Background: an optimization exercise with open tools, aiming at small area. Do not read the settings as production practice. RTL that was checked went through simulation tests only; none was proved equivalent to the original. No functional check of the RTL was part of run 3. Power figures rest on the tool's default switching activity, not on a simulated workload.

$ cat design/flow/flow/run.sh
#!/bin/bash
# Own flow: the standard layout, with the standard synthesis netlist's
# combinational logic re-mapped by ABC for area (registers untouched: same
# instances, names and cell types). The re-mapped logic is only used if ABC's
# combinational equivalence check (registers cut) proves it equal to the
# standard netlist's.
set -uo pipefail
WORK=$(pwd)
F=$WORK/flow
R=$WORK/orfs/results/$FLOW_PLATFORM/updi_top/base
LIB=$FLOW_HOME/platforms/sky130hd/lib/sky130_fd_sc_hd__tt_025C_1v80.lib
YOSYS=$(command -v yosys || echo $FLOW_HOME/../tools/install/yosys/bin/yosys)
YABC=$(command -v yosys-abc || echo $(dirname $YOSYS)/yosys-abc)

bash standard.sh synth > $WORK/std_synth.log 2>&1 || exit 1

cp $R/1_2_yosys.v $WORK/synth_std.v
printf 'strash\n&get -n\n&deepsyn -T 60\n&put\ndch\namap\n' > $WORK/area.abc
cat > $WORK/reopt.ys <<EOS
read_liberty -ignore_miss_func $LIB
read_verilog $WORK/synth_std.v
blackbox sky130_fd_sc_hd__dfxtp_1 sky130_fd_sc_hd__edfxtp_1
hierarchy -top $FLOW_TOP
flatten
delete t:\$scopeinfo
opt -full
abc -script $WORK/area.abc -liberty $LIB $(cat $F/dontuse.txt)
opt_clean -purge
tee -o $WORK/reopt_stat.txt stat -liberty $LIB
write_verilog -noattr -noexpr $WORK/synth_reopt.v
EOS
ok=0
if $YOSYS -s $WORK/reopt.ys > $WORK/reopt.log 2>&1; then
  # equivalence check, registers cut into inputs/outputs
  python3 $F/cut.py $WORK/synth_std.v $WORK/cec_a.v > $WORK/cec.log 2>&1 &&
  python3 $F/cut.py $WORK/synth_reopt.v $WORK/cec_b.v >> $WORK/cec.log 2>&1 &&
  for x in a b; do
    $YOSYS -q -p "read_liberty -ignore_miss_func $LIB; read_verilog $WORK/cec_$x.v; hierarchy -top $FLOW_TOP; flatten; delete t:\$scopeinfo; opt_clean; write_blif $WORK/cec_$x.blif" >> $WORK/cec.log 2>&1 || echo FAIL >> $WORK/cec.log
  done &&
  ! grep -q FAIL $WORK/cec.log &&
  $YABC -c "cec $WORK/cec_a.blif $WORK/cec_b.blif" >> $WORK/cec.log 2>&1 &&
  grep -q "Networks are equivalent" $WORK/cec.log && ok=1
fi
echo "reopt ok=$ok" | tee -a $WORK/cec.log
if [ $ok = 1 ]; then
  cp $WORK/synth_reopt.v $R/1_2_yosys.v
  touch $R/1_2_yosys.v
  rm -f $R/1_synth.odb $R/1_synth.sdc
fi

bash standard.sh > $WORK/layout.log 2>&1
$ cat design/flow/flow/dontuse.txt
-dont_use sky130_fd_sc_hd__probe_p_8 -dont_use sky130_fd_sc_hd__probec_p_8 -dont_use sky130_fd_sc_hd__lpflow_bleeder_1 -dont_use sky130_fd_sc_hd__lpflow_clkbufkapwr_1 -dont_use sky130_fd_sc_hd__lpflow_clkbufkapwr_16 -dont_use sky130_fd_sc_hd__lpflow_clkbufkapwr_2 -dont_use sky130_fd_sc_hd__lpflow_clkbufkapwr_4 -dont_use sky130_fd_sc_hd__lpflow_clkbufkapwr_8 -dont_use sky130_fd_sc_hd__lpflow_clkinvkapwr_1 -dont_use sky130_fd_sc_hd__lpflow_clkinvkapwr_16 -dont_use sky130_fd_sc_hd__lpflow_clkinvkapwr_2 -dont_use sky130_fd_sc_hd__lpflow_clkinvkapwr_4 -dont_use sky130_fd_sc_hd__lpflow_clkinvkapwr_8 -dont_use sky130_fd_sc_hd__lpflow_decapkapwr_12 -dont_use sky130_fd_sc_hd__lpflow_decapkapwr_3 -dont_use sky130_fd_sc_hd__lpflow_decapkapwr_4 -dont_use sky130_fd_sc_hd__lpflow_decapkapwr_6 -dont_use sky130_fd_sc_hd__lpflow_decapkapwr_8 -dont_use sky130_fd_sc_hd__lpflow_inputiso0n_1 -dont_use sky130_fd_sc_hd__lpflow_inputiso0p_1 -dont_use sky130_fd_sc_hd__lpflow_inputiso1n_1 -dont_use sky130_fd_sc_hd__lpflow_inputiso1p_1 -dont_use sky130_fd_sc_hd__lpflow_inputisolatch_1 -dont_use sky130_fd_sc_hd__lpflow_isobufsrc_1 -dont_use sky130_fd_sc_hd__lpflow_isobufsrc_16 -dont_use sky130_fd_sc_hd__lpflow_isobufsrc_2 -dont_use sky130_fd_sc_hd__lpflow_isobufsrc_4 -dont_use sky130_fd_sc_hd__lpflow_isobufsrc_8 -dont_use sky130_fd_sc_hd__lpflow_isobufsrckapwr_16 -dont_use sky130_fd_sc_hd__lpflow_lsbuf_lh_hl_isowell_tap_1 -dont_use sky130_fd_sc_hd__lpflow_lsbuf_lh_hl_isowell_tap_2 -dont_use sky130_fd_sc_hd__lpflow_lsbuf_lh_hl_isowell_tap_4 -dont_use sky130_fd_sc_hd__lpflow_lsbuf_lh_isowell_4 -dont_use sky130_fd_sc_hd__lpflow_lsbuf_lh_isowell_tap_1 -dont_use sky130_fd_sc_hd__lpflow_lsbuf_lh_isowell_tap_2 -dont_use sky130_fd_sc_hd__lpflow_lsbuf_lh_isowell_tap_4 
$ cat design/flow/flow/cut.py
import re,sys
src=open(sys.argv[1]).read()
pat=re.compile(r'(sky130_fd_sc_hd__e?dfxtp_\d+)\s+(\\\S+|\S+)\s*\((.*?)\);',re.S)
ins=[];outs=[];assigns=[]
def repl(m):
    name=m.group(2)
    pins=dict(re.findall(r'\.(\w+)\(\s*(.*?)\s*\)\s*(?:,|$)',m.group(3).strip(),re.S))
    key=re.sub(r'[^A-Za-z0-9_]','_',name)
    q='fq_'+key; ins.append(q); assigns.append(f'assign {pins["Q"]} = {q} ;')
    for p in ('D','DE'):
        if p in pins:
            o=f'f{p.lower()}_'+key; outs.append(o); assigns.append(f'assign {o} = {pins[p]} ;')
    return ''
body=pat.sub(repl,src)
# add ports
m=re.search(r'module\s+updi_top\s*\((.*?)\);',body,re.S)
ports=m.group(1)+','+','.join(ins+outs)
decl='\n'.join([f'input {x};' for x in ins]+[f'output {x};' for x in outs])
body=body[:m.start()]+'module updi_top('+ports+');\n'+decl+'\n'+body[m.end():]
i=body.rindex('endmodule'); body=body[:i]+'\n'.join(assigns)+'\n'+body[i:]
open(sys.argv[2],'w').write(body)
print(len(ins),'flops')
$ cat design/flow/constraint.sdc
create_clock -name core_clock -period 10.0 [get_ports {clk}]
set_input_delay 2.0000 -clock core_clock [delete_from_list [all_inputs] [get_ports {clk}]]
set_output_delay 2.0000 -clock core_clock [all_outputs]
set_load 0.01 [all_outputs]
$ cat design/flow/design.v
module updi_top (
	input clk,
	input rst_btn,  
	input programmer_start,
	output programmer_busy,
	output error,
	input updi_i,
	output updi_o,
	output updi_oe
);
	wire rst = ~rst_btn;
	localparam [5:0]
		P_IDLE = 0, P_DB_START = 1, P_DB_WAIT = 2, P_ST_READ = 3, P_ST_VERIFY = 4,
		P_CE_KEY = 5, P_CE_RDST = 6, P_CE_VFST = 7, P_CE_RST_START = 8, P_CE_RST_WAIT = 9,
		P_CE_RST_CLR = 10, P_CE_WF_READ = 11, P_CE_WF_VERIFY = 12, P_CE_WF_DELAY = 13,
		P_NV_KEY = 14, P_NV_RDST = 15, P_NV_VFST = 16, P_NV_RST_START = 17, P_NV_RST_WAIT = 18,
		P_NV_RST_CLR = 19, P_NV_WF_READ = 20, P_NV_WF_VERIFY = 21, P_NV_WF_DELAY = 22,
		P_ID_PTR = 23, P_ID_REP = 24, P_ID_READ = 25, P_ID_B0 = 26, P_ID_B1 = 27, P_ID_B2 = 28,
		P_DEC_START = 29, P_DEC_VERIFY = 30, P_NC_WR_READ = 31, P_NC_WR_VERIFY = 32,
		P_NC_CLEAR = 33, P_NW_READ = 34, P_NW_VERIFY = 35, P_WR_PTR = 36, P_WR_REP = 37,
		P_WR_DATA = 38, P_WR_PAGE = 39, P_PR_RST_START = 40, P_PR_RST_WAIT = 41,
		P_PR_RST_CLR = 42, P_VERIFY_ROM = 43;
	logic errflag, err_d;
	logic perr;
	wire rstp = rst | errflag;
	logic [14:0] S;
	wire s_9999 = S[13] & S[10] & S[9] & S[8] & S[3] & S[2] & S[1] & S[0];
	wire s_19999 = S[14] & S[11] & S[10] & S[9] & S[4] & S[3] & S[2] & S[1] & S[0];
	always_ff @(posedge clk) begin
		if (rst) errflag <= 1'b0;
		else if (perr) errflag <= 1'b1;
		else if (errflag && s_19999) errflag <= 1'b0;
		err_d <= rst ? 1'b0 : errflag;
	end
	assign error = errflag;
	logic [5:0] ps;
	logic fc;
	logic q_ready, q_done, q_wait;
	logic [2:0] qs;
	logic [10:0] qc;
	logic ih_ready, ih_done, ack_rcv;
	logic [3:0] rxf_out;  
	logic of_out, of_empty;
	logic db_busy, db_done;
	logic [1:0] db_n;
	logic dl_act;
	logic [2:0] ds;
	logic d_done;
	logic [8:0] paddr;
	logic [7:0] blen;
	logic btz;
	logic tx_start, rx_start, of_rd_en, dl_start, prog_start, db_start;
	logic [1:0] rx_n;
	logic valid;
	always_comb begin
		tx_start = 1'b0;
		rx_start = 1'b0;
		of_rd_en = 1'b0;
		dl_start = 1'b0;
		prog_start = 1'b0;
		db_start = 1'b0;
		rx_n = 2'd1;
		valid = 1'b0;
		case (ps)
			P_DB_START: db_start = fc;
			P_ST_READ, P_CE_RDST, P_CE_WF_READ, P_NV_RDST, P_NV_WF_READ, P_NC_WR_READ: begin
				tx_start = fc;
				rx_start = fc;
				of_rd_en = !fc && !of_empty;
			end
			P_NW_READ: begin
				tx_start = fc;
				rx_start = fc;
				of_rd_en = !of_empty;
			end
			P_ID_READ: begin
				tx_start = fc;
				rx_start = fc;
				rx_n = 2'd3;
				of_rd_en = !fc && ih_ready;
			end
			P_ID_B0, P_ID_B1: of_rd_en = 1'b1;
			P_CE_KEY, P_NV_KEY, P_CE_RST_CLR, P_NV_RST_CLR, P_PR_RST_CLR, P_ID_PTR, P_ID_REP,
			P_NC_CLEAR, P_WR_PTR, P_WR_REP, P_WR_DATA, P_WR_PAGE:
				tx_start = fc;
			P_CE_RST_START, P_NV_RST_START, P_PR_RST_START: begin
				tx_start = fc;
				dl_start = fc;
			end
			P_CE_WF_VERIFY: begin
				valid = !rxf_out[0];
				dl_start = !valid;
			end
			P_NV_WF_VERIFY: begin
				valid = rxf_out[2];
				dl_start = !valid;
			end
			P_DEC_START: prog_start = fc;
			P_DEC_VERIFY: valid = btz;
			P_NC_WR_VERIFY, P_NW_VERIFY: valid = !of_out;
			default: ;
		endcase
	end
	assign programmer_busy = (ps != P_IDLE);
	wire tx_done = q_done;
	wire rx_done = ih_done;
	wire dl_done = dl_act & s_9999;
	logic [5:0] ps_n;
	always_comb begin
		ps_n = ps;
		case (ps)
			P_IDLE: if (programmer_start | err_d) ps_n = P_DB_START;
			P_DB_START: ps_n = P_DB_WAIT;
			P_DB_WAIT: if (db_done && q_ready) ps_n = P_ST_READ;
			P_ST_READ: if (rx_done) ps_n = P_ST_VERIFY;
			P_ST_VERIFY: ps_n = P_CE_KEY;
			P_CE_KEY: if (tx_done) ps_n = P_CE_RDST;
			P_CE_RDST: if (rx_done) ps_n = P_CE_VFST;
			P_CE_VFST: ps_n = P_CE_RST_START;
			P_CE_RST_START: if (tx_done) ps_n = P_CE_RST_WAIT;
			P_CE_RST_WAIT: if (dl_done) ps_n = P_CE_RST_CLR;
			P_CE_RST_CLR: if (tx_done) ps_n = P_CE_WF_READ;
			P_CE_WF_READ: if (rx_done) ps_n = P_CE_WF_VERIFY;
			P_CE_WF_VERIFY: ps_n = valid ? P_NV_KEY : P_CE_WF_DELAY;
			P_CE_WF_DELAY: if (dl_done) ps_n = P_CE_WF_READ;
			P_NV_KEY: if (tx_done) ps_n = P_NV_RDST;
			P_NV_RDST: if (rx_done) ps_n = P_NV_VFST;
			P_NV_VFST: ps_n = P_NV_RST_START;
			P_NV_RST_START: if (tx_done) ps_n = P_NV_RST_WAIT;
			P_NV_RST_WAIT: if (dl_done) ps_n = P_NV_RST_CLR;
			P_NV_RST_CLR: if (tx_done) ps_n = P_NV_WF_READ;
			P_NV_WF_READ: if (rx_done) ps_n = P_NV_WF_VERIFY;
			P_NV_WF_VERIFY: ps_n = valid ? P_ID_PTR : P_NV_WF_DELAY;
			P_NV_WF_DELAY: if (dl_done) ps_n = P_NV_WF_READ;
			P_ID_PTR: if (tx_done) ps_n = P_ID_REP;
			P_ID_REP: if (tx_done) ps_n = P_ID_READ;
			P_ID_READ: if (rx_done) ps_n = P_ID_B0;
			P_ID_B0: ps_n = P_ID_B1;
			P_ID_B1: ps_n = P_ID_B2;
			P_ID_B2: ps_n = P_DEC_START;
			P_DEC_START: if (d_done) ps_n = P_DEC_VERIFY;
			P_DEC_VERIFY: ps_n = valid ? P_NC_WR_READ : P_PR_RST_START;
			P_NC_WR_READ: if (tx_done) ps_n = P_NC_WR_VERIFY;
			P_NC_WR_VERIFY: ps_n = valid ? P_NC_CLEAR : P_NC_WR_READ;
			P_NC_CLEAR: if (tx_done) ps_n = P_NW_READ;
			P_NW_READ: if (tx_done) ps_n = P_NW_VERIFY;
			P_NW_VERIFY: ps_n = valid ? P_WR_PTR : P_NW_READ;
			P_WR_PTR: if (tx_done) ps_n = P_WR_REP;
			P_WR_REP: if (tx_done) ps_n = P_WR_DATA;
			P_WR_DATA: if (tx_done) ps_n = P_WR_PAGE;
			P_WR_PAGE: if (tx_done) ps_n = P_DEC_START;
			P_PR_RST_START: if (tx_done) ps_n = P_PR_RST_WAIT;
			P_PR_RST_WAIT: if (dl_done) ps_n = P_PR_RST_CLR;
			P_PR_RST_CLR: if (tx_done) ps_n = P_VERIFY_ROM;
			P_VERIFY_ROM: ps_n = P_IDLE;
			default: ;
		endcase
	end
	always_ff @(posedge clk) begin
		if (rstp) ps <= P_IDLE;
		else ps <= ps_n;
		fc <= rstp ? (ps != P_IDLE) : (ps_n != ps);
	end
	wire [5:0] qj = qc[5:0];
	logic [3:0] ocode;
	logic [6:0] dlen;
	logic wack;
	always_comb begin
		ocode = 4'd2;
		dlen = 7'd0;
		wack = 1'b0;
		case (ps)
			P_ST_READ: ocode = 4'd3;
			P_CE_RDST, P_NV_RDST: ocode = 4'd4;
			P_CE_WF_READ, P_NV_WF_READ: ocode = 4'd5;
			P_ID_READ: ocode = 4'd6;
			P_CE_KEY, P_NV_KEY: begin
				ocode = 4'd7;
				dlen = 7'd8;
			end
			P_CE_RST_START, P_NV_RST_START, P_PR_RST_START, P_CE_RST_CLR, P_NV_RST_CLR, P_PR_RST_CLR: begin
				ocode = 4'd8;
				dlen = 7'd1;
			end
			P_ID_PTR: begin
				ocode = 4'd9;
				dlen = 7'd2;
				wack = (qj == 6'd1);
			end
			P_ID_REP, P_WR_REP: begin
				ocode = 4'd10;
				dlen = 7'd1;
			end
			P_NC_WR_READ, P_NW_READ: begin
				ocode = 4'd11;
				dlen = 7'd2;
			end
			P_NC_CLEAR, P_WR_PAGE: begin
				ocode = 4'd12;
				dlen = 7'd3;
				wack = (qj == 6'd1);
			end
			P_WR_PTR: begin
				ocode = 4'd9;
				dlen = 7'd2;
			end
			P_WR_DATA: begin
				ocode = 4'd13;
				dlen = blen[6:0];
				wack = qj[0] && ({2'b00, qj} < blen);
			end
			default: ;
		endcase
	end
	logic [3:0] tcode;
	logic [5:0] jtx;
	logic [7:0] tbyte, dbyte;
	logic [7:0] rom_q;
	always_comb begin
		dbyte = 8'h00;
		case (ps)
			P_CE_KEY:
				if (jtx[5:3] == 3'd0)
					case (jtx[2:0])
						3'd0: dbyte = 8'h65;
						3'd1: dbyte = 8'h73;
						3'd2: dbyte = 8'h61;
						3'd3: dbyte = 8'h72;
						3'd4: dbyte = 8'h45;
						3'd5: dbyte = 8'h4D;
						3'd6: dbyte = 8'h56;
						default: dbyte = 8'h4E;
					endcase
			P_NV_KEY:
				if (jtx[5:3] == 3'd0)
					case (jtx[2:0])
						3'd0: dbyte = 8'h20;
						3'd1: dbyte = 8'h67;
						3'd2: dbyte = 8'h6F;
						3'd3: dbyte = 8'h72;
						3'd4: dbyte = 8'h50;
						3'd5: dbyte = 8'h4D;
						3'd6: dbyte = 8'h56;
						default: dbyte = 8'h4E;
					endcase
			P_CE_RST_START, P_NV_RST_START, P_PR_RST_START:
				if (jtx == 6'd0) dbyte = 8'h59;
			P_ID_PTR:
				if (jtx == 6'd1) dbyte = 8'h11;
			P_ID_REP:
				if (jtx == 6'd0) dbyte = 8'h02;
			P_NC_WR_READ, P_NW_READ: begin
				if (jtx == 6'd0) dbyte = 8'h02;
				if (jtx == 6'd1) dbyte = 8'h10;
			end
			P_NC_CLEAR: begin
				if (jtx == 6'd1) dbyte = 8'h10;
				if (jtx == 6'd2) dbyte = 8'h04;
			end
			P_WR_PAGE: begin
				if (jtx == 6'd1) dbyte = 8'h10;
				if (jtx == 6'd2) dbyte = 8'h01;
			end
			P_WR_PTR:
				if (jtx[5:1] == 5'd0) dbyte = rom_q;
			P_WR_REP:
				if (jtx == 6'd0) dbyte = {1'b0, blen[7:1]} - 8'd1;
			P_WR_DATA:
				dbyte = rom_q;
			default: ;
		endcase
		case (tcode)
			4'd0: tbyte = 8'h55;
			4'd1: tbyte = dbyte;
			4'd3: tbyte = 8'h80;
			4'd4: tbyte = 8'h87;
			4'd5: tbyte = 8'h8B;
			4'd6: tbyte = 8'h24;
			4'd7: tbyte = 8'hE0;
			4'd8: tbyte = 8'hC8;
			4'd9: tbyte = 8'h69;
			4'd10: tbyte = 8'hA0;
			4'd11: tbyte = 8'h04;
			4'd12: tbyte = 8'h44;
			4'd13: tbyte = 8'h65;
			default: tbyte = 8'h00;
		endcase
	end
	logic [7:0] rom [512];
	initial $readmemh("program.mem", rom);
	logic [8:0] rom_off;
	always_comb begin
		case (ps)
			P_WR_DATA: rom_off = {3'b111, jtx - blen[5:0]};
			P_WR_PTR: rom_off = ~({1'b0, blen} + 9'd1 + {8'd0, jtx[0]});
			default: rom_off = 9'd0;
		endcase
	end
	wire [8:0] rom_a = paddr + rom_off;
	assign rom_q = rom[rom_a];
	localparam [2:0] D_IDLE = 0, D_LEN = 1, D_ADDR = 2, D_TYPE = 3, D_DATA = 4;
	wire d_more = (S[7:0] < blen);
	always_ff @(posedge clk) begin
		if (rstp) begin
			ds <= D_IDLE;
			d_done <= 1'b0;
			paddr <= 9'd0;
		end
		else begin
			case (ds)
				D_IDLE: begin
					d_done <= 1'b0;
					if (prog_start) ds <= D_LEN;
				end
				D_LEN: begin
					blen <= rom_q;
					paddr <= paddr + 9'd1;
					ds <= D_ADDR;
				end
				D_ADDR: begin
					if (S[0]) ds <= D_TYPE;
					paddr <= paddr + 9'd1;
				end
				D_TYPE: begin
					btz <= (rom_q == 8'd0);
					paddr <= paddr + 9'd1;
					ds <= D_DATA;
				end
				D_DATA: begin
					if (d_more) paddr <= paddr + 9'd1;
					else begin
						d_done <= 1'b1;
						ds <= D_IDLE;
					end
				end
				default: ;
			endcase
		end
	end
	always_ff @(posedge clk) begin
		if (rstp) begin
			db_busy <= 1'b0;
			db_done <= 1'b0;
			db_n <= 2'd0;
			dl_act <= 1'b0;
		end
		else begin
			db_done <= 1'b0;
			if (db_busy) begin
				if (s_9999) begin
					if (db_n == 2'd3) begin
						db_n <= 2'd0;
						db_busy <= 1'b0;
						db_done <= 1'b1;
					end
					else db_n <= db_n + 2'd1;
				end
			end
			else if (db_start) begin
				db_busy <= 1'b1;
				db_n <= 2'd0;
			end
			if (dl_start) dl_act <= 1'b1;
			if (dl_act && s_9999) dl_act <= 1'b0;
		end
	end
	always_ff @(posedge clk) begin
		if (perr) S <= 15'd0;
		else if (errflag) S <= S + 15'd1;
		else if (db_busy) S <= s_9999 ? 15'd0 : S + 15'd1;
		else if (dl_act) S <= S + 15'd1;
		else if (db_start || dl_start || ds == D_LEN) S <= 15'd0;
		else if (ds == D_ADDR) S <= {14'd0, !S[0]};
		else if (ds == D_DATA && d_more) S <= S + 15'd1;
	end
	localparam [2:0] Q_IDLE = 0, Q_SYNCH = 1, Q_OPC = 2, Q_DATA = 3, Q_DSTART = 4, Q_DELAY = 5, Q_WACK = 6;
	logic txf_full;
	wire q_last = (qc[6:0] == dlen - 7'd1);
	wire qc_1999 = qc[10] & qc[9] & qc[8] & qc[7] & qc[6] & qc[3] & qc[2] & qc[1] & qc[0];
	always_ff @(posedge clk) begin
		q_wait <= 1'b0;
		q_done <= 1'b0;
		if (rstp) begin
			qs <= Q_IDLE;
			q_ready <= 1'b0;
		end
		else begin
			case (qs)
				Q_IDLE: begin
					if (tx_start) begin
						q_ready <= 1'b0;
						qs <= Q_SYNCH;
					end
					else q_ready <= 1'b1;
				end
				Q_SYNCH: if (!txf_full) qs <= Q_OPC;
				Q_OPC: begin
					if (!txf_full) begin
						if (dlen != 7'd0) begin
							qc <= 11'd0;
							qs <= Q_DATA;
						end
						else begin
							qs <= Q_IDLE;
							q_done <= 1'b1;
						end
					end
				end
				Q_DATA: begin
					if (!txf_full) begin
						if (wack && !ack_rcv) qs <= Q_WACK;
						else if (q_last) qs <= Q_DSTART;
						else qc <= qc + 11'd1;
					end
				end
				Q_DSTART: begin
					qc <= 11'd0;
					qs <= Q_DELAY;
				end
				Q_DELAY: begin
					qc <= qc + 11'd1;
					if (qc_1999) begin
						q_done <= 1'b1;
						qs <= Q_IDLE;
					end
				end
				Q_WACK: begin
					if (ack_rcv) begin
						if (q_last) begin
							qs <= Q_IDLE;
							q_done <= 1'b1;
						end
						else begin
							qc <= qc + 11'd1;
							qs <= Q_DATA;
						end
					end
					else q_wait <= 1'b1;
				end
				default: ;
			endcase
		end
	end
	logic [3:0] q_code;
	wire q_wr = (qs == Q_SYNCH) || (qs == Q_OPC) || (qs == Q_DATA);
	always_comb begin
		case (qs)
			Q_SYNCH: q_code = 4'd0;
			Q_OPC: q_code = ocode;
			default: q_code = 4'd1;
		endcase
	end
	logic [3:0] txm [16];
	logic [3:0] trd, twr;
	logic t_rd_en;
	wire t_empty = (trd == twr);
	assign txf_full = (trd == twr + 4'd1);
	always_ff @(posedge clk) begin
		if (rstp) begin
			tcode <= 4'd0;
			trd <= 4'd0;
			twr <= 4'd0;
		end
		else begin
			if (t_rd_en && !t_empty) begin
				tcode <= txm[trd];
				trd <= trd + 4'd1;
			end
			if (q_wr && !txf_full) twr <= twr + 4'd1;
		end
	end
	always_ff @(posedge clk) begin
		if (!rstp && q_wr && !txf_full) txm[twr] <= q_code;
	end
	localparam [1:0] F_IDLE = 0, F_READ = 1, F_WAIT = 2, F_START = 3;
	logic [1:0] fs;
	logic t_start, t_ready;
	always_ff @(posedge clk) begin
		if (rstp) begin
			t_rd_en <= 1'b0;
			fs <= F_IDLE;
			t_start <= 1'b0;
		end
		else begin
			case (fs)
				F_IDLE: begin
					t_rd_en <= 1'b0;
					if (!t_empty) fs <= F_READ;
				end
				F_READ: begin
					t_rd_en <= 1'b1;
					fs <= t_ready ? F_START : F_WAIT;
				end
				F_WAIT: begin
					t_rd_en <= 1'b0;
					if (t_ready) fs <= F_START;
				end
				F_START: begin
					t_start <= 1'b1;
					t_rd_en <= 1'b0;
					if (!t_ready) begin
						t_start <= 1'b0;
						fs <= t_empty ? F_IDLE : F_READ;
					end
				end
			endcase
		end
	end
	wire uart_busy = (fs != F_IDLE) || !t_ready;
	localparam [2:0] U_IDLE = 0, U_START = 1, U_DATA = 2, U_PARITY = 3, U_STOP = 4;
	logic [2:0] us;
	logic [7:0] tdata;
	logic [2:0] tcnt;
	logic tdiv_rst;
	logic [2:0] tdiv;
	wire tclk = !(rstp || tdiv_rst) && (tdiv == 3'd7);
	always_ff @(posedge clk) begin
		if (rstp || tdiv_rst) tdiv <= 3'd0;
		else tdiv <= tdiv + 3'd1;
	end
	always_ff @(posedge clk) begin
		if (rstp) begin
			us <= U_IDLE;
			t_ready <= 1'b0;
		end
		else begin
			case (us)
				U_IDLE: begin
					if (t_start) begin
						tdiv_rst <= 1'b1;
						us <= U_START;
						t_ready <= 1'b0;
						tdata <= tbyte;
						if (tcode == 4'd1) jtx <= jtx + 6'd1;
						else if (tcode != 4'd0) jtx <= 6'd0;
						tcnt <= 3'd0;
					end
					else t_ready <= 1'b1;
				end
				U_START: begin
					tdiv_rst <= 1'b0;
					if (tclk) us <= U_DATA;
				end
				U_DATA: begin
					if (tclk) begin
						if (tcnt == 3'd7) us <= U_PARITY;
						else tcnt <= tcnt + 3'd1;
					end
				end
				U_PARITY: begin
					if (tclk) begin
						tcnt <= 3'd2;
						us <= U_STOP;
					end
				end
				U_STOP: begin
					if (tclk) begin
						if (tcnt != 3'd1) tcnt <= tcnt - 3'd1;
						else begin
							us <= U_IDLE;
							t_ready <= 1'b1;
						end
					end
				end
				default: ;
			endcase
		end
	end
	logic tx;
	always_comb begin
		case (us)
			U_START: tx = 1'b0;
			U_DATA: tx = tdata[tcnt];
			U_PARITY: tx = ^tdata;
			default: tx = 1'b1;
		endcase
	end
	assign updi_oe = db_busy | uart_busy;
	assign updi_o = db_busy ? db_n[0] : (uart_busy & tx);
	wire rx = updi_oe ? 1'b1 : updi_i;
	localparam [1:0] R_IDLE = 0, R_START = 1, R_DATA = 2, R_PARITY = 3;
	logic [1:0] rs;
	logic [3:0] rcnt;
	logic rdiv_rst;
	logic [2:0] rdiv;
	logic rp, rf0, rf1, rf3, rm;
	logic rx_valid, rx_error, rxf_wr;
	wire rclk = !(rstp || rdiv_rst) && (rdiv == 3'd4);
	always_ff @(posedge clk) begin
		if (rstp || rdiv_rst) rdiv <= 3'd0;
		else rdiv <= rdiv + 3'd1;
	end
	always_ff @(posedge clk) begin
		if (rstp) begin
			rs <= R_IDLE;
			rx_valid <= 1'b0;
			rx_error <= 1'b0;
			rdiv_rst <= 1'b0;
		end
		else begin
			case (rs)
				R_IDLE: begin
					rcnt <= 4'd0;
					rx_valid <= 1'b0;
					rx_error <= 1'b0;
					if (!rx) begin
						rdiv_rst <= 1'b1;
						rs <= R_START;
					end
				end
				R_START: begin
					rdiv_rst <= 1'b0;
					if (rclk) rs <= R_DATA;
				end
				R_DATA: begin
					if (rclk) begin
						rp <= (rcnt == 4'd0) ? rx : (rp ^ rx);
						case (rcnt)
							4'd0: rf0 <= rx;
							4'd1: rf1 <= rx;
							4'd2: rm <= !rx;
							4'd3: rf3 <= rx;
							4'd6: rm <= rm & rx;
							4'd4, 4'd5, 4'd7: rm <= rm & !rx;
							default: ;
						endcase
						if (rcnt == 4'd8) rs <= R_PARITY;
						else rcnt <= rcnt + 4'd1;
					end
				end
				R_PARITY: begin
					if (rclk) begin
						if (!rp) rx_valid <= 1'b1;
						else rx_error <= 1'b1;
						rs <= R_IDLE;
					end
				end
			endcase
		end
	end
	always_ff @(posedge clk) begin
		rxf_wr <= rstp ? 1'b0 : rx_valid;
	end
	wire [3:0] rx_feat = {rm & !rf0 & !rf1 & !rf3, rf3, rf1, rf0};
	logic [3:0] rxm [16];
	logic [3:0] rrd, rwr;
	logic rxf_rd;
	wire rxf_empty = (rrd == rwr);
	wire rxf_full = (rrd == rwr + 4'd1);
	always_ff @(posedge clk) begin
		if (rstp) begin
			rxf_out <= 4'd0;
			rrd <= 4'd0;
			rwr <= 4'd0;
		end
		else begin
			if (rxf_rd && !rxf_empty) begin
				rxf_out <= rxm[rrd];
				rrd <= rrd + 4'd1;
			end
			if (rxf_wr && !rxf_full) rwr <= rwr + 4'd1;
		end
	end
	always_ff @(posedge clk) begin
		if (!rstp && rxf_wr && !rxf_full) rxm[rwr] <= rx_feat;
	end
	localparam [2:0] I_IDLE = 0, I_READ_ACK = 1, I_FIFO_READ = 2, I_FIFO_WRITE = 3,
		I_DSTART = 4, I_DELAY = 5, I_DONE = 6;
	logic [2:0] ihs;
	logic [1:0] ihn;
	logic ih_prev_ack;
	logic [15:0] ihc;
	logic of_full;
	wire ih_reading = (ihs == I_READ_ACK) || (ihs == I_FIFO_READ);
	wire ih_to = ih_reading && ihc[15] & ihc[14] & ihc[9] & ihc[8] & ihc[6] & ihc[4];
	wire ih_pr_done = ihc[10] & ihc[9] & ihc[8] & ihc[7] & ihc[6] & ihc[3] & ihc[2] & ihc[1] & ihc[0];
	always_ff @(posedge clk) begin
		if (rstp || !(ih_reading || ihs == I_DELAY)) ihc <= 16'd0;
		else ihc <= ihc + 16'd1;
	end
	always_ff @(posedge clk) begin
		if (rstp) ihs <= I_IDLE;
		else begin
			case (ihs)
				I_IDLE: begin
					if (rx_start) begin
						ihn <= rx_n;
						ihs <= I_FIFO_READ;
					end
					else if (q_wait) ihs <= I_READ_ACK;
				end
				I_READ_ACK: begin
					if (ih_to) ihs <= I_IDLE;
					if (!rxf_empty) begin
						ih_prev_ack <= 1'b1;
						ihs <= I_DSTART;
					end
				end
				I_FIFO_READ: begin
					if (ih_to) ihs <= I_IDLE;
					if (!rxf_empty) ihs <= I_FIFO_WRITE;
				end
				I_FIFO_WRITE: begin
					if (!of_full) begin
						if (ihn == 2'd1) begin
							ih_prev_ack <= 1'b0;
							ihs <= I_DSTART;
						end
						else begin
							ihn <= ihn - 2'd1;
							ihs <= I_FIFO_READ;
						end
					end
				end
				I_DSTART: ihs <= I_DELAY;
				I_DELAY: if (ih_pr_done) ihs <= I_DONE;
				I_DONE: ihs <= I_IDLE;
				default: ;
			endcase
		end
	end
	assign ih_ready = (ihs == I_IDLE) || (ihs == I_DONE);
	assign ih_done = (ihs == I_DONE);
	assign ack_rcv = (ihs == I_DONE) && ih_prev_ack && rxf_out[3];
	assign rxf_rd = ih_reading && !rxf_empty;
	wire of_wr = (ihs == I_FIFO_WRITE) && !of_full;
	assign perr = ih_to | rx_error;
	logic [15:0] ofm;
	logic [3:0] ord, owr;
	assign of_empty = (ord == owr);
	assign of_full = (ord == owr + 4'd1);
	always_ff @(posedge clk) begin
		if (rstp) begin
			of_out <= 1'b0;
			ord <= 4'd0;
			owr <= 4'd0;
		end
		else begin
			if (of_rd_en && !of_empty) begin
				of_out <= ofm[ord];
				ord <= ord + 4'd1;
			end
			if (of_wr) owr <= owr + 4'd1;
		end
	end
	always_ff @(posedge clk) begin
		if (!rstp && of_wr) ofm[owr] <= rxf_out[1];
	end
endmodule
$ cat design/flow/config.mk
export PLATFORM = sky130hd
export DESIGN_NAME = updi_top
export DESIGN_NICKNAME = updi_top
export VERILOG_FILES = /design/flow/design.v
export SDC_FILE = /design/flow/constraint.sdc
export NUM_CORES = 4
export LEC_CHECK = 0
export CAP_MARGIN = 20
export CORE_MARGIN = 2
export CORE_UTILIZATION = 40
export SLEW_MARGIN = 20
$ cat design/flow/standard.sh
#!/bin/bash
# synth_recipe.tcl (not shown) runs the flow's synth.tcl, then flattens the netlist and writes it again
# the make line also repeats each setting of config.mk as NAME=value (left out here)
make -C /OpenROAD-flow-scripts/flow DESIGN_CONFIG=/design/flow/config.mk WORK_HOME=/design/flow/orfs CLKGATE_MAP_FILE= SYNTH_SCRIPT=/design/flow/synth_recipe.tcl "${@:-finish}"
$ cat design/flow/program.mem
40
80
00
00
19
C0
34
C0
33
C0
32
C0
31
C0
30
C0
2F
C0
2E
C0
2D
C0
2C
C0
2B
C0
2A
C0
29
C0
28
C0
28
C0
26
C0
25
C0
24
C0
23
C0
22
C0
21
C0
20
C0
1F
C0
1E
C0
1D
C0
1C
C0
11
24
1F
BE
CF
EF
CD
BF
DF
E3
DE
BF
40
80
40
00
80
91
40
00
80
93
40
00
81
11
05
C0
98
ED
21
E0
94
BF
20
93
41
00
8C
BB
2E
E3
A0
E0
BE
E3
01
C0
1D
92
AA
30
B2
07
E1
F7
31
D0
83
C0
C9
CF
8F
93
81
E0
80
93
8D
0A
8F
B7
8F
93
EF
93
FF
93
E0
E0
40
80
80
00
FE
E3
9F
93
68
94
8F
EF
0D
C0
E8
94
84
81
95
81
80
5D
9C
4F
84
83
95
83
88
5E
93
40
80
F0
84
83
95
83
8F
EF
90
81
98
1B
91
93
90
81
9F
4F
91
93
90
81
9F
4F
91
93
90
81
9F
4F
91
93
36
F3
9F
91
40
80
C0
00
FF
91
EF
91
8F
91
8F
BF
8F
91
18
95
88
ED
90
E0
84
BF
90
93
61
00
E0
E0
F6
E0
83
E5
82
83
8D
E0
85
83
80
E2
83
83
81
E0
80
83
10
92
02
02
80
93
03
0A
9E
EF
90
93
26
0A
90
93
27
0A
9B
E0
90
93
40
81
00
00
00
0A
E0
E8
FA
E0
2D
EF
31
E0
26
A7
37
A7
11
82
90
E8
92
83
84
87
81
E1
80
83
78
94
80
91
40
04
82
60
80
93
40
04
22
E0
80
91
44
04
82
27
80
93
44
04
8F
B7
F8
94
40
91
04
3E
50
91
05
3E
60
91
36
81
40
00
06
3E
70
91
07
3E
8F
BF
3F
B7
F8
94
80
91
04
3E
90
91
05
3E
A0
91
06
3E
B0
91
07
3E
3F
BF
84
1B
95
0B
A6
0B
B7
0B
8A
3F
91
05
A1
05
B1
05
60
F3
DB
CF
F8
94
FF
CF
00
00
00
01
00
00
00
00
00
00
00
00
00
00
00
00
00
00
00
00
00
00
00
00
00
00
00
00
00
00
00
00
00
00
00
00
00
00
00
00
00
00
00
00
00
00
00
00
00
00
00
00
00
00
00
00
00
00
00
00
00
00
00
00
00
00
00
00
00
00
00
00
00
00
00
00
00
00
00
00
00
00
00
00
00
00
00
00
00
00
00
00
00
00
00
00
00
00
00
00
00
00
00
00
00
00
00
00
00
00
00
00
00
00
==> results of run 1 <==
==> cells in the final DEF, fill, tap and decap left out, drive strengths merged, types with 7 or more instances in the layout <==
cell type / count
a2111oi: 14
a221oi: 12
o22a: 19
and2: 11
nand4: 12
nor3: 108
or3: 18
nand3: 46
nor2: 501
nor3b: 8
a222oi: 25
o21a: 24
clkdlybuf4s50: 7
nand2: 201
o22ai: 51
nor4: 42
edfxtp: 194
buf: 59
o32ai: 15
clkinv: 253
o311ai: 7
or4: 8
a211oi: 54
o21ai: 128
a31oi: 36
or2: 11
o31ai: 13
a311oi: 9
o211ai: 8
clkbuf: 49
o221ai: 8
dfxtp: 120
and3: 23
a21oi: 105
==> power groups by stage <==
stage / Combinational (W) / Clock [W] / Sequential (W)
2_1_floorplan: 0.000291 / 0 / 0.00151
3_3_place_gp: 0.000466 / 0 / 0.00152
3_5_place_dp: 0.000467 / 0 / 0.00152
4_1_cts: 0.000468 / 0.00141 / 0.00149
5_1_grt: 0.000519 / 0.00146 / 0.00150
6_report: 0.000478 / 0.00139 / 0.00149
==> registers in the layout (all words and copies together), names as in the netlist, 8 cells and up <==
name,cells
S,15
blen,8
ihc,16
ofm,16
paddr,9
qc,11
rxm,64
tdata,8
txm,64
==> metrics by stage <==
stage                     power [W]  hold WS, ns  utilization  cells  instance area, um2
final                      0.003359       0.4432       0.4640   2860               19990
after global routing       0.003482       0.4618       0.4639   2859               19980
after CTS                  0.003371       0.4431       0.4639   2859               19980
after detailed placement   0.001986       0.4324       0.4347   2793               18730
after global placement     0.001984       0.4162       0.4347   2793               18720
after floorplan            0.001800       0.4039            -   2142               17450
==> worst max-delay path, delay by kind of cell (launching register included) <==
family,cells,cell delay [ns]
flip-flops,1,0.59
AND/OR/NAND/NOR,10,2.30
AO/OA/AOI/OAI,10,3.01
buffers and inverters,8,2.54
==> area by class of cell <==
cell class	count	area, um2
flip-flops and latches	314	8228
multi-input cells	1585	8342
fillers	4272	23090
clock buffers	49	1055
repair buffers	66	513.0
inverters	243	912.1
clock inverters	17	201.4
well taps	585	732.0
diodes	1	2.502
==> final timing paths <==
kind / cells past startpoint / endpoint
hold / removal: 1 / tdiv[0]
setup reg to reg: 28 / btz
setup / recovery: 28 / btz
hold reg to reg: 1 / tdiv[0]
==> layer usage <==
layer	vias to the layer above	part of all wire	wire, um
met2	1049	0.41	28670
met3	230	0.11	7691
met1	8527	0.44	30970
met5	-	0.00014	10
li1	8166	-	-
met4	2	0.046	3230
==> results.txt, run 1 <==
synth-to-layout area growth 14.50%; Num CTS Buffers 36; clock period minus worst slack a little under 9 ns; Final HPWL DP about 54,000 um; Pint 0.002435 W; met2 usage 0.4440; vias in the first global route 16.76k; initial core utilization 0.4052; crit start category flop; clock latency on the worst-skew pair 0.55 ns; initial antenna violation count 3; WP data arrival ~9.0 ns; # clock sinks 314; die area 0.04532 mm2; DRT antenna net count 0; Crit path largest cell delay 1.02 ns; Worst setup EP type flop; fraction of layout cells with a size suffix above 1 0.05321; met1 track demand over resource 0.4489; Worst VDD drop around 0.00016 V; Critical Path RT between 10 and 15 ns; syn_area_per_cell around 8 um2; max-cap violation count 0; GR Util All Layers 0.3107; combinational fraction of design power 0.142; Synth Net Count between 2k and 2.5k; CP max-delay cell o41ai_1; fmax roughly 0.11 GHz; clk slew on worst S/H paths 0.06 ns; gr ovfl total 0; Max clock buf depth 3; Final setup viols 0; Remaining DRCs 0; DRT Wirelength between 70,000 and 80,000 um; Mapped Area 0.01745 mm2; sw power 0.0009236 W; Slew @ Worst Pin approximately 1.1 ns; # IOs 8; leakage between 6 and 7 nW; first-pass GRT wire length around 100,000 um; final setup TNS 0 ns; crit path kind flop to flop; Fin. Hold Viols 0; pre-CTS setup slack 1.729 ns; PD cells ~170 mW/mm2; post-route setup slack between 1 and 1.5 ns; num rows 76; CTS Hold Bufs 0; Reg-to-Reg Start ps[2]; RSZ-0062 raised after global routing false; Clock power frac 0.413; TritonCTS clock tree yes; IO Port Bufs 7; Reg power frac 0.445; Final GP Congestion 1.112; via/cell ratio 6.285; final worst path period share 0.8696; most used cell, CP clkinv_1; Post-CTS Setup Bufs 0; largest net degree at the start of global routing 37; first drt pass iteration count 8; met3 usage 0.07104; die width approximately 210 um; skew final between 0.02 and 0.025 ns; GRT busiest layer met1; hold path startpoint tdiv[0]; root buf cell clkbuf_16; switch share 0.2750; Post-Synthesis Cells ~2.1k; HP Class flop to flop; r2r setup slk between 1 and 1.5 ns; DR iter-0 viols 2,736; post-cts resize count 0; nets about 2.3k; status timing/DRC/antenna clean; routed wire length per instance between 20 and 25 um; Max Slew Vio Count 0; CTS H-tree lvls 2; critical path startpoint ps[2]; slew margin rel. 0.2552; top fanout value on the critical path 13; via count 17.97k; core area about 0.043 mm2; Syn. warnings 1; die height 212.9 um
==> run 2: changes to the inputs <==
--- a/design/flow/design.v
+++ b/design/flow/design.v
@@ -442,18 +442,20 @@
 		end
 	end
-	logic [3:0] q_code;
 	wire q_wr = (qs == Q_SYNCH) || (qs == Q_OPC) || (qs == Q_DATA);
-	always_comb begin
-		case (qs)
-			Q_SYNCH: q_code = 4'd0;
-			Q_OPC: q_code = ocode;
-			default: q_code = 4'd1;
-		endcase
-	end
-	logic [3:0] txm [16];
 	logic [3:0] trd, twr;
 	logic t_rd_en;
+	logic [3:0] sA, sB, oA, oB;
+	logic vA, vB;
 	wire t_empty = (trd == twr);
 	assign txf_full = (trd == twr + 4'd1);
+	wire t_pop = t_rd_en && !t_empty;
+	wire t_push = q_wr && !txf_full;
+	wire hitB0 = vB && (trd == sB);
+	wire hitB1 = vB && (trd == sB + 4'd1);
+	wire hitA0 = vA && (trd == sA);
+	wire hitA1 = vA && (trd == sA + 4'd1);
+	wire popB = t_pop && hitB1;
+	wire popA = t_pop && hitA1;
+	wire push_synch = t_push && (qs == Q_SYNCH);
 	always_ff @(posedge clk) begin
 		if (rstp) begin
@@ -461,15 +463,30 @@
 			trd <= 4'd0;
 			twr <= 4'd0;
+			vA <= 1'b0;
+			vB <= 1'b0;
 		end
 		else begin
-			if (t_rd_en && !t_empty) begin
-				tcode <= txm[trd];
+			if (t_pop) begin
+				tcode <= (hitB0 || hitA0) ? 4'd0 : hitB1 ? oB : hitA1 ? oA : 4'd1;
 				trd <= trd + 4'd1;
 			end
-			if (q_wr && !txf_full) twr <= twr + 4'd1;
+			if (t_push) twr <= twr + 4'd1;
+			if (push_synch) begin
+				vA <= vB && !popB;
+				vB <= 1'b1;
+			end
+			else begin
+				vA <= vA && !popA;
+				vB <= vB && !popB;
+			end
 		end
 	end
 	always_ff @(posedge clk) begin
-		if (!rstp && q_wr && !txf_full) txm[twr] <= q_code;
+		if (push_synch) begin
+			sA <= sB;
+			oA <= oB;
+			sB <= twr;
+		end
+		if (t_push && qs == Q_OPC) oB <= ocode;
 	end
 	localparam [1:0] F_IDLE = 0, F_READ = 1, F_WAIT = 2, F_START = 3;
==> results.txt, run 2 <==
die width 202.5 um (-4.9%); met1 track demand over resource 0.4132 (-0.03565); Mapped Area 0.01576 mm2 (-9.7%); combinational fraction of design power 0.179 (+0.037); largest net degree at the start of global routing 39 (+5.4%); first-pass GRT wire length 97,120 um (-7.4%); ant diodes 0 (-1); via/cell ratio 6.228 (-0.89%); first drt pass iteration count 6 (-2); Post-Synthesis Cells 2,058 (-3.9%); Max Slew Vio Count 0 (unchanged); Final setup viols 0 (unchanged); DRT Wirelength 64,360 um (-8.8%); final setup TNS 0 ns (unchanged); fmax 0.1205 GHz (+4.8%); Fin. Hold Viols 0 (unchanged); max reg flops 64; PD cells 172.9 mW/mm2 (+2.9%); IO Port Bufs 7 (unchanged); Syn. warnings 1 (unchanged); critical path startpoint ps[5]; clock latency on the worst-skew pair 0.56 ns (about the same); Remaining DRCs 0 (unchanged); Num CTS Buffers 30 (-17%); skew final 0.01148 ns (-0.01128 ns); Setup crit end btz; HP Class flop to flop; crit start category flop; Post-CTS Setup Bufs 0 (unchanged); clk slew on worst S/H paths 0.06 ns (about the same); nets 2,146 (-4.6%); Pint 0.002157 W (-11%); post-cts resize count 0 (unchanged); fraction of layout cells with a size suffix above 1 0.04478 (-0.008427); Critical Path RT 10.40 ns (+0.06 ns); synth-to-layout area growth 13.55%; syn_area_per_cell 7.657 um2 (-6.0%); most used cell, CP clkinv_1; met3 usage 0.05714 (-0.01390); Crit path largest cell delay 0.66 ns (-0.36 ns); Layout Utilization 0.4619 (-0.002035); DP Cell Count 2,628 (-5.9%); Reg-to-Reg Start ps[5]; num rows 72 (-5.3%); CP max-delay cell dfxtp_1; Clock power frac 0.383 (-0.030); Reg2Reg Depth 29 (+3.6%); Worst VDD drop 0.0001647 V (+5.0%); Regs by FF count rxm x64, ihc x16, ofm x16; Final GP Congestion 1.100 (-1.0%); Slew @ Worst Pin 1.084 ns (-0.01855 ns); vias in the first global route 15.87k (-5.3%); Reg power frac 0.437 (-0.008); Worst setup EP type flop; largest register by flop count rxm; GRT busiest layer met2; Max clock buf depth 3 (unchanged); TritonCTS clock tree yes; Fill cells 3,902 (-8.7%); core area 0.03874 mm2 (-10%); r2r setup slk 1.70 ns (+0.40 ns); die height 202.5 um (-4.9%); DRT antenna net count 0 (unchanged); FF-to-FF End btz; Crit path max-delay family buffers and inverters; crit path kind flop to flop; max-cap violation count 0 (unchanged); most frequent cells in the layout nor2_1 (488), clkinv_1 (262), o21ai_0 (173); die area 0.04100 mm2 (-9.5%); slew margin rel. 0.2716 (+0.01642); met2 usage 0.4810 (+0.03703); leakage 5.705 nW (-13%); gr ovfl total 0 (unchanged); GR Util All Layers 0.3093 (-0.001479); Buf/Inv on CP 9 (+1); Non-Filler Instances 2,684 (-6.2%); via count 16.72k (-7.0%); final worst path period share 0.8299 (-0.03967); sw power 0.0009359 W (+1.3%); # IOs 8 (unchanged); initial core utilization 0.4068 (+0.001590); top fanout value on the critical path 20 (+7); initial antenna violation count 0 (-3); commonest non-fill, non-tap cell in the layout nor2_1; routed wire length per instance 23.98 um (-2.8%); clock period minus worst slack 8.299 ns (-0.3967 ns); CTS H-tree lvls 1 (-1); status timing/DRC/antenna clean; CP Depth 29 (+3.6%); CTS Hold Bufs 0 (unchanged); switch share 0.3026 (+0.02760); WP data arrival 8.70 ns (-0.34 ns); RSZ-0062 raised after global routing false; Synth Net Count 2,062 (-3.9%); # clock sinks 268 (-15%); Final HPWL DP 49,390 um (-7.8%); DR iter-0 viols 2,040 (-25%); root buf cell clkbuf_16
-- run 2: how the worst min path moves through the flow --
stage | startpoint | endpoint | slack (ns) | depth (start not counted)
4_1_cts | tdiv[0] | tdiv[0] | 0.44 | 1
6_report | rx_valid | rxf_wr | 0.43 | 2
3_3_place_gp | tdiv[0] | tdiv[0] | 0.41 | 1
2_1_floorplan | rx_valid | rxf_wr | 0.40 | 2
3_5_place_dp | rx_valid | rxf_wr | 0.42 | 2
5_1_grt | tdiv[0] | tdiv[0] | 0.46 | 1
-- run 2: cell type report --
cell class	count	area, um2	area share
multi-input cells	1532	7984	0.4462
well taps	518	648.1	0.03622
clock inverters	20	264.0	0.01475
clock buffers	36	794.5	0.04440
inverters	258	968.4	0.05412
flip-flops and latches	268	6827	0.3815
repair buffers	52	407.9	0.02280
-- run 2: layer usage --
| layer | share of wire | up-vias |
|---|---|---|
| met5 | 0 | - |
| met4 | 0.059 | 0 |
| met3 | 0.090 | 235 |
| met2 | 0.44 | 913 |
| met1 | 0.41 | 7804 |
| li1 | - | 7765 |
-- run 2: power groups by stage --
stage          Clock, W  Combinational [W]  Sequential (W)
3_5_place_dp          0           0.000545         0.00137
5_1_grt         0.00124           0.000621         0.00136
3_3_place_gp          0           0.000541         0.00137
4_1_cts         0.00120           0.000549         0.00135
2_1_floorplan         0           0.000377         0.00134
6_report        0.00119           0.000555         0.00135
-- run 2: worst reg2reg max path: cells and delay by family (launching register included) --
kind,cells,cell delay [ns]
buffers and inverters,9,3.01
AOI/OAI and AO/OA,12,2.56
and+or+nand+nor,8,1.90
DFF,1,0.66
-- run 2: stage by stage --
step / worst slack, ns / hold WS (ns) / total power (W) / area [um2]
global route: 1.240 / 0.4610 / 0.003228 / 17890
global placement: 2.128 / 0.4148 / 0.001912 / 16830
CTS: 2.102 / 0.4360 / 0.003103 / 17890
floorplan: 2.670 / 0.4037 / 0.001716 / 15760
detailed placement: 2.161 / 0.4223 / 0.001917 / 16830
finish: 1.701 / 0.4292 / 0.003093 / 17890
==> run 3: changes to the inputs <==
--- a/design/flow/design.v
+++ b/design/flow/design.v
@@ -213,5 +213,5 @@
 		endcase
 	end
-	logic [3:0] tcode;
+	logic [3:0] ccode;
 	logic [5:0] jtx;
 	logic [7:0] tbyte, dbyte;
@@ -270,5 +270,5 @@
 			default: ;
 		endcase
-		case (tcode)
+		case (ccode)
 			4'd0: tbyte = 8'h55;
 			4'd1: tbyte = dbyte;
@@ -451,14 +451,16 @@
 	wire t_pop = t_rd_en && !t_empty;
 	wire t_push = q_wr && !txf_full;
-	wire hitB0 = vB && (trd == sB);
-	wire hitB1 = vB && (trd == sB + 4'd1);
-	wire hitA0 = vA && (trd == sA);
-	wire hitA1 = vA && (trd == sA + 4'd1);
-	wire popB = t_pop && hitB1;
-	wire popA = t_pop && hitA1;
+	logic t_latch;
+	wire [3:0] tlast = trd - 4'd1;
+	wire hitB0 = vB && (tlast == sB);
+	wire hitB1 = vB && (tlast == sB + 4'd1);
+	wire hitA0 = vA && (tlast == sA);
+	wire hitA1 = vA && (tlast == sA + 4'd1);
+	wire popB = t_latch && hitB1;
+	wire popA = t_latch && hitA1;
+	wire [3:0] lcode = (hitB0 || hitA0) ? 4'd0 : hitB1 ? oB : hitA1 ? oA : 4'd1;
 	wire push_synch = t_push && (qs == Q_SYNCH);
 	always_ff @(posedge clk) begin
 		if (rstp) begin
-			tcode <= 4'd0;
 			trd <= 4'd0;
 			twr <= 4'd0;
@@ -467,8 +469,5 @@
 		end
 		else begin
-			if (t_pop) begin
-				tcode <= (hitB0 || hitA0) ? 4'd0 : hitB1 ? oB : hitA1 ? oA : 4'd1;
-				trd <= trd + 4'd1;
-			end
+			if (t_pop) trd <= trd + 4'd1;
 			if (t_push) twr <= twr + 4'd1;
 			if (push_synch) begin
@@ -527,9 +526,9 @@
 	localparam [2:0] U_IDLE = 0, U_START = 1, U_DATA = 2, U_PARITY = 3, U_STOP = 4;
 	logic [2:0] us;
-	logic [7:0] tdata;
 	logic [2:0] tcnt;
 	logic tdiv_rst;
 	logic [2:0] tdiv;
 	wire tclk = !(rstp || tdiv_rst) && (tdiv == 3'd7);
+	assign t_latch = !rstp && (us == U_IDLE) && t_start;
 	always_ff @(posedge clk) begin
 		if (rstp || tdiv_rst) tdiv <= 3'd0;
@@ -548,7 +547,7 @@
 						us <= U_START;
 						t_ready <= 1'b0;
-						tdata <= tbyte;
-						if (tcode == 4'd1) jtx <= jtx + 6'd1;
-						else if (tcode != 4'd0) jtx <= 6'd0;
+						ccode <= lcode;
+						if (lcode == 4'd1) jtx <= jtx + 6'd1;
+						else if (lcode != 4'd0) jtx <= 6'h3F;
 						tcnt <= 3'd0;
 					end
@@ -588,6 +587,6 @@
 		case (us)
 			U_START: tx = 1'b0;
-			U_DATA: tx = tdata[tcnt];
-			U_PARITY: tx = ^tdata;
+			U_DATA: tx = tbyte[tcnt];
+			U_PARITY: tx = ^tbyte;
 			default: tx = 1'b1;
 		endcase
@@ -665,7 +664,9 @@
 	wire rxf_empty = (rrd == rwr);
 	wire rxf_full = (rrd == rwr + 4'd1);
+	logic rxf_any;
+	assign rxf_out = rxf_any ? rxm[rrd - 4'd1] : 4'd0;
 	always_ff @(posedge clk) begin
 		if (rstp) begin
-			rxf_out <= 4'd0;
+			rxf_any <= 1'b0;
 			rrd <= 4'd0;
 			rwr <= 4'd0;
@@ -673,5 +674,5 @@
 		else begin
 			if (rxf_rd && !rxf_empty) begin
-				rxf_out <= rxm[rrd];
+				rxf_any <= 1'b1;
 				rrd <= rrd + 4'd1;
 			end
@@ -747,7 +748,9 @@
 	assign of_empty = (ord == owr);
 	assign of_full = (ord == owr + 4'd1);
+	logic of_any;
+	assign of_out = of_any & ofm[ord - 4'd1];
 	always_ff @(posedge clk) begin
 		if (rstp) begin
-			of_out <= 1'b0;
+			of_any <= 1'b0;
 			ord <= 4'd0;
 			owr <= 4'd0;
@@ -755,5 +758,5 @@
 		else begin
 			if (of_rd_en && !of_empty) begin
-				of_out <= ofm[ord];
+				of_any <= 1'b1;
 				ord <= ord + 4'd1;
 			end
--- a/design/flow/flow/run.sh
+++ b/design/flow/flow/run.sh
@@ -16,5 +16,5 @@
 
 cp $R/1_2_yosys.v $WORK/synth_std.v
-printf 'strash\n&get -n\n&deepsyn -T 60\n&put\ndch\namap\n' > $WORK/area.abc
+printf 'strash\n&get -n\n&deepsyn -T 300\n&put\ndch\namap\n' > $WORK/area.abc
 cat > $WORK/reopt.ys <<EOS
 read_liberty -ignore_miss_func $LIB
--- a/design/flow/config.mk
+++ b/design/flow/config.mk
@@ -9,3 +9,4 @@
 export CORE_MARGIN = 2
 export CORE_UTILIZATION = 40
+export CTS_BUF_LIST = sky130_fd_sc_hd__clkbuf_2 sky130_fd_sc_hd__clkbuf_4 sky130_fd_sc_hd__clkbuf_8
 export SLEW_MARGIN = 20
==> results.txt, run 3 <==
status timing/DRC/antenna clean; Worst VDD drop 0.0001296 V (-21%); DRT Wirelength 65,250 um (+1.4%); leakage 6.210 nW (+8.9%); Buf/Inv on CP 12 (+3); most used cell, CP nor2_1; CTS Hold Bufs 0 (unchanged); clock period minus worst slack 9.648 ns (+1.349 ns); fmax 0.1036 GHz (-14%); WP data arrival 7.65 ns (-1.05 ns); max reg flops 64 (unchanged); clock latency on the worst-skew pair 0.63 ns (+0.07 ns); gr ovfl total 0 (unchanged); initial core utilization 0.4083 (+0.001469); first-pass GRT wire length 98,310 um (+1.2%); syn_area_per_cell 7.507 um2 (-2.0%); # IOs 8 (unchanged); die width 200.5 um (-0.96%); Synth Net Count 2,062 (unchanged); Final GP Congestion 1.107 (+0.63%); Final HPWL DP 49,970 um (+1.2%); total power 0.002650 W (-14%); Mapped Area 0.01545 mm2 (-2.0%); vias in the first global route 16.30k (+2.7%); GR Util All Layers 0.3171 (+0.007825); TritonCTS clock tree yes; via count 17.23k (+3.1%); clk slew on worst S/H paths 0.07 ns (about the same); initial antenna violation count 3 (+3); DRT antenna net count 0 (unchanged); max-cap violation count 0 (unchanged); IO Port Bufs 7 (unchanged); Remaining DRCs 0 (unchanged); HP Class flop to flop; Reg area 0.006566 mm2 (-3.8%); routed wire length per instance 23.41 um (-2.4%); Fill cells 3,840 (-1.6%); Regs by FF count rxm x64, ihc x16, ofm x16; fraction of layout cells with a size suffix above 1 0.1191 (+0.07434); Crit path max-delay family compound AO/OA/AOI/OAI gates; CTS H-tree lvls 2 (+1); # clock sinks 257 (-4.1%); synth-to-layout area growth 19.28%; most frequent cells in the layout nor2_1 (521), clkinv_1 (256), nand2_1 (167); Final setup viols 0 (unchanged); Num CTS Buffers 44 (+47%); Max Slew Vio Count 0 (unchanged); Crit path largest cell delay 0.38 ns (-0.28 ns); nets 2,243 (+4.5%); via/cell ratio 6.182 (-0.75%); final worst path period share 0.9648 (+0.1349); die area 0.04021 mm2 (-1.9%); PD cells 143.8 mW/mm2 (-17%); Non-Filler Instances 2,787 (+3.8%); Layout Utilization 0.4870 (+0.02505); crit path kind flop to primary output; Post-Synthesis Cells 2,058 (unchanged); post-route setup slack 0.3516 ns (-1.349 ns); slew margin rel. 0.2667 (-0.004897); num rows 71 (-1.4%); multi-input logic area 0.008218 mm2 (+2.9%); die height 200.5 um (-0.96%); hold slack 0.4407 ns (+0.01148 ns); Fin. Hold Viols 0 (unchanged); root buf cell clkbuf_8; Max clock buf depth 3 (unchanged); skew final 0.04777 ns (+0.03629 ns); CP max-delay cell or3_1; crit start category flop; commonest non-fill, non-tap cell in the layout nor2_1; DR iter-0 viols 2,005 (-1.7%); Syn. warnings 1 (unchanged); DP Cell Count 2,689 (+2.3%); Critical Path RT 8.00 ns (-2.40 ns); largest register by flop count rxm; pre-CTS setup slack -0.08148 ns (-2.242 ns); top fanout value on the critical path 11 (-45%); first drt pass iteration count 9 (+3); Slew @ Worst Pin 1.092 ns (+0.007289 ns); core area 0.03784 mm2 (-2.3%); Worst setup EP type primary output; largest net degree at the start of global routing 36 (-7.7%)
[run 3: final timing paths]
| check | start | endpoint | slack, ns | depth (start not counted) |
|---|---|---|---|---|
| min reg2reg | oB[0] | oA[0] | 0.44 | 0 |
| max reg2reg | ps[3] | btz | 3.30 | 36 |
| max | ps[3] | updi_o | 0.35 | 46 |
| min | oB[0] | oA[0] | 0.44 | 0 |
[run 3: stage by stage]
| stage | cell area [um2] | setup TNS (ns) |
|---|---|---|
| 2_1_floorplan | 15460 | 0 |
| 3_3_place_gp | 17060 | -0.3308 |
| 3_5_place_dp | 17070 | -0.08148 |
| 4_1_cts | 18250 | 0 |
| 5_1_grt | 18430 | -0.09302 |
| 6_report | 18430 | 0 |
[run 3: power by group]
group          internal [W]  switching, W
clock network      0.000573      0.000457
registers           0.00119     0.0000563
logic              0.000124      0.000248
total               0.00189      0.000761
[run 3: final cells by class]
type | instances | share of cell area
multi-input combinational | 1538 | 0.4459
timing repair buffer | 135 | 0.05710
tap | 511 | 0.03469
antenna | 1 | 0.0001358
clock inverter | 16 | 0.008011
inverter | 263 | 0.05431
clock buffer | 66 | 0.04352
sequential | 257 | 0.3563
[run 3: per-layer routing]
| layer | vias up | global-route usage | share of wire |
|---|---|---|---|
| li1 | 7880 | - | - |
| met1 | 8102 | 0.4223 | 0.42 |
| met2 | 975 | 0.4859 | 0.43 |
| met3 | 267 | 0.07581 | 0.10 |
| met4 | 4 | 0.1492 | 0.052 |
| met5 | - | 0 | 0.00034 |
[run 3: repair_timing]
action                                  in CTS  in global routing
endpoints found under the setup margin       1                  1
pin swaps                                    4                  8
setup buffers                               13                  1
resized for setup                           40                 46
==> run 4: changes to the inputs <==
--- a/design/flow/design.v
+++ b/design/flow/design.v
@@ -213,5 +213,5 @@
 		endcase
 	end
-	logic [3:0] ccode;
+	logic [3:0] lcode;
 	logic [5:0] jtx;
 	logic [7:0] tbyte, dbyte;
@@ -270,5 +270,5 @@
 			default: ;
 		endcase
-		case (ccode)
+		case (lcode)
 			4'd0: tbyte = 8'h55;
 			4'd1: tbyte = dbyte;
@@ -459,5 +459,5 @@
 	wire popB = t_latch && hitB1;
 	wire popA = t_latch && hitA1;
-	wire [3:0] lcode = (hitB0 || hitA0) ? 4'd0 : hitB1 ? oB : hitA1 ? oA : 4'd1;
+	assign lcode = (hitB0 || hitA0) ? 4'd0 : hitB1 ? oB : hitA1 ? oA : 4'd1;
 	wire push_synch = t_push && (qs == Q_SYNCH);
 	always_ff @(posedge clk) begin
@@ -526,4 +526,5 @@
 	localparam [2:0] U_IDLE = 0, U_START = 1, U_DATA = 2, U_PARITY = 3, U_STOP = 4;
 	logic [2:0] us;
+	logic [7:0] tdata;
 	logic [2:0] tcnt;
 	logic tdiv_rst;
@@ -547,7 +548,7 @@
 						us <= U_START;
 						t_ready <= 1'b0;
-						ccode <= lcode;
+						tdata <= tbyte;
 						if (lcode == 4'd1) jtx <= jtx + 6'd1;
-						else if (lcode != 4'd0) jtx <= 6'h3F;
+						else if (lcode != 4'd0) jtx <= 6'd0;
 						tcnt <= 3'd0;
 					end
@@ -587,6 +588,6 @@
 		case (us)
 			U_START: tx = 1'b0;
-			U_DATA: tx = tbyte[tcnt];
-			U_PARITY: tx = ^tbyte;
+			U_DATA: tx = tdata[tcnt];
+			U_PARITY: tx = ^tdata;
 			default: tx = 1'b1;
 		endcase
--- a/design/flow/flow/run.sh
+++ b/design/flow/flow/run.sh
@@ -16,5 +16,5 @@
 
 cp $R/1_2_yosys.v $WORK/synth_std.v
-printf 'strash\n&get -n\n&deepsyn -T 300\n&put\ndch\namap\n' > $WORK/area.abc
+printf 'strash\n&get -n\n&deepsyn -T 120\n&put\ndch\namap\n' > $WORK/area.abc
 cat > $WORK/reopt.ys <<EOS
 read_liberty -ignore_miss_func $LIB
@@ -49,3 +49,4 @@
 fi
 
+export CTS_ARGS="-sink_clustering_enable -repair_clock_nets -buf_list {sky130_fd_sc_hd__clkbuf_2 sky130_fd_sc_hd__clkbuf_4 sky130_fd_sc_hd__clkbuf_8} -dont_use_dummy_load"
 bash standard.sh > $WORK/layout.log 2>&1
--- a/design/flow/config.mk
+++ b/design/flow/config.mk
@@ -8,5 +8,4 @@
 export CAP_MARGIN = 20
 export CORE_MARGIN = 2
-export CORE_UTILIZATION = 40
-export CTS_BUF_LIST = sky130_fd_sc_hd__clkbuf_2 sky130_fd_sc_hd__clkbuf_4 sky130_fd_sc_hd__clkbuf_8
+export CORE_UTILIZATION = 45
 export SLEW_MARGIN = 20
==> results.txt, run 4 <==
synth-to-layout area growth 10.61%; IO Port Bufs 7 (unchanged); vias in the first global route 15.67k (-3.9%); skew final 0.06626 ns (+0.01849 ns); GR Util All Layers 0.3299 (+0.01279); DRT antenna net count 0 (unchanged); r2r setup slk 1.23 ns (-2.07 ns); initial antenna violation count 1 (-2); hold path depth 1 (+1); die width 190.4 um (-5.0%); Worst VDD drop 0.0001106 V (-15%); slew margin rel. 0.2452 (-0.02154); largest register by flop count rxm; fraction of layout cells with a size suffix above 1 0.04613 (-0.07300); first-pass GRT wire length 90,990 um (-7.4%); hold path startpoint tdiv[0]; Post-Synthesis Cells 2,069 (+0.53%); nets 2,174 (-3.1%); Synth Net Count 2,073 (+0.53%); Critical Path RT 10.29 ns (+2.29 ns); fin area 0.01730 mm2 (-6.1%); most frequent cells in the layout nor2_1 (541), clkinv_1 (253), nand2_1 (197); # clock sinks 261 (+1.6%); largest net degree at the start of global routing 59 (+64%); Final GP Congestion 1.122 (+1.3%); Post-CTS Setup Bufs 0 (-13); WP data arrival 9.06 ns (+1.41 ns); Remaining DRCs 0 (unchanged); die height 190.4 um (-5.0%); num rows 68 (-4.2%); DP Cell Count 2,577 (-4.2%); via count 16.64k (-3.4%); ant diodes 0 (-1); root buf cell clkbuf_8; Crit path max-delay family simple AND/OR/NAND/NOR gates; PD cells 142.2 mW/mm2 (-1.1%); max-cap violation count 0 (unchanged); final setup TNS 0 ns (unchanged); clk slew on worst S/H paths 0.05 ns (-0.02 ns); Buf/Inv on CP 6 (-6); initial core utilization 0.4550 (+0.04672); max reg flops 64 (unchanged); crit path kind flop to flop; FF-to-FF End tdata[0]; Fill cells 3,436 (-11%); gr ovfl total 0 (unchanged); HP Class flop to flop; Max Slew Vio Count 0 (unchanged); most used cell, CP nor2_1; status timing/DRC/antenna clean; Hold EP tdiv[0]; syn_area_per_cell 7.559 um2 (+0.68%); total power 0.002461 W (-7.1%); Num CTS Buffers 46 (+4.5%); Cell Area, Placed 0.01666 mm2 (-2.4%); # IOs 8 (unchanged); commonest non-fill, non-tap cell in the layout nor2_1; Max clock buf depth 3 (unchanged); RSZ-0062 raised after global routing false; Reg-to-Reg Start ps[2]; Regs by FF count rxm x64, ihc x16, ofm x16; Reg2Reg Depth 34 (-5.6%); TritonCTS clock tree yes; core area 0.03437 mm2 (-9.2%); Mapped Area 0.01564 mm2 (+1.2%); DRT Wirelength 60,550 um (-7.2%); Final HPWL DP 45,960 um (-8.0%); Syn. warnings 1 (unchanged); routed wire length per instance 23.09 um (-1.4%); Worst setup EP type flop; Slew @ Worst Pin 1.120 ns (+0.02887 ns); final worst path period share 0.8770 (-0.08780); leakage 5.581 nW (-10%); die area 0.03626 mm2 (-9.8%); post-cts resize count 0 (-100%); top fanout value on the critical path 18 (+7); first drt pass iteration count 8 (-1); CP max-delay cell a221oi_1; DR iter-0 viols 2,009 (+0.20%); fmax 0.1140 GHz (+10%); Crit path largest cell delay 0.63 ns (+0.25 ns); CTS H-tree lvls 2 (unchanged); CTS Hold Bufs 0 (unchanged); crit start category flop; Final setup viols 0 (unchanged); hold slack 0.4322 ns (-0.008456 ns); via/cell ratio 6.342 (+2.6%); Non-Filler Instances 2,623 (-5.9%); clock latency on the worst-skew pair 0.60 ns (-0.03 ns); Fin. Hold Viols 0 (unchanged); clock period minus worst slack 8.770 ns (-0.8780 ns)
==> run 4: layout make-up <==
cell class                      count  area [um2]  area share
Clock buffer                       46       633.1     0.03660
Inverter                          254       953.4     0.05512
Multi-Input combinational cell   1554        8040      0.4648
Sequential cell                   261        6686      0.3865
Tap cell                          455       569.3     0.03291
Timing Repair Buffer               53       415.4     0.02401
==> run 4: worst max path at each step <==
stage | start | end | slack, ns | cells after the start
finish | ps[2] | tdata[0] | 1.23 | 34
global route | ps[2] | tdata[0] | 0.44 | 34
CTS | ps[2] | tdata[0] | 1.54 | 34
detailed placement | ps[2] | tdata[0] | 1.57 | 34
global placement | ps[2] | tdata[0] | 1.60 | 34
floorplan | ps[2] | tdata[2] | 2.17 | 30
==> run 4: power breakdown <==
group          internal [W]  switching, W  leakage [nW]  total [W]
clock              0.000404      0.000399         0.331   0.000803
sequential          0.00120     0.0000574          2.26    0.00126
combinational      0.000125      0.000276          2.99   0.000402
total               0.00173      0.000733          5.58    0.00246
==> run 4: per-layer routing <==
| layer | global-route usage | vias up | part of all wire |
|---|---|---|---|
| met2 | 0.5206 | 1009 | 0.44 |
| met5 | 0 | - | 0 |
| met4 | 0.1962 | 0 | 0.068 |
| met1 | 0.4145 | 7637 | 0.39 |
| li1 | - | 7710 | - |
| met3 | 0.07232 | 279 | 0.097 |
==> run 4: metrics by stage <==
| stage | util | setup slack [ns] |
|---|---|---|
| after floorplan | - | 2.170 |
| after global placement | 0.4843 | 1.598 |
| after detailed placement | 0.4847 | 1.574 |
| after CTS | 0.5031 | 1.543 |
| after global routing | 0.5032 | 0.4400 |
| final | 0.5032 | 1.230 |

Setup slack of run 4, layout unchanged: 1.230 ns with ideal ports, 1.230 ns with driving cells assumed (clock clkbuf_16, inputs buf_2), 1.230 ns with port delays also shifted by the 0.621 ns mid clock arrival.
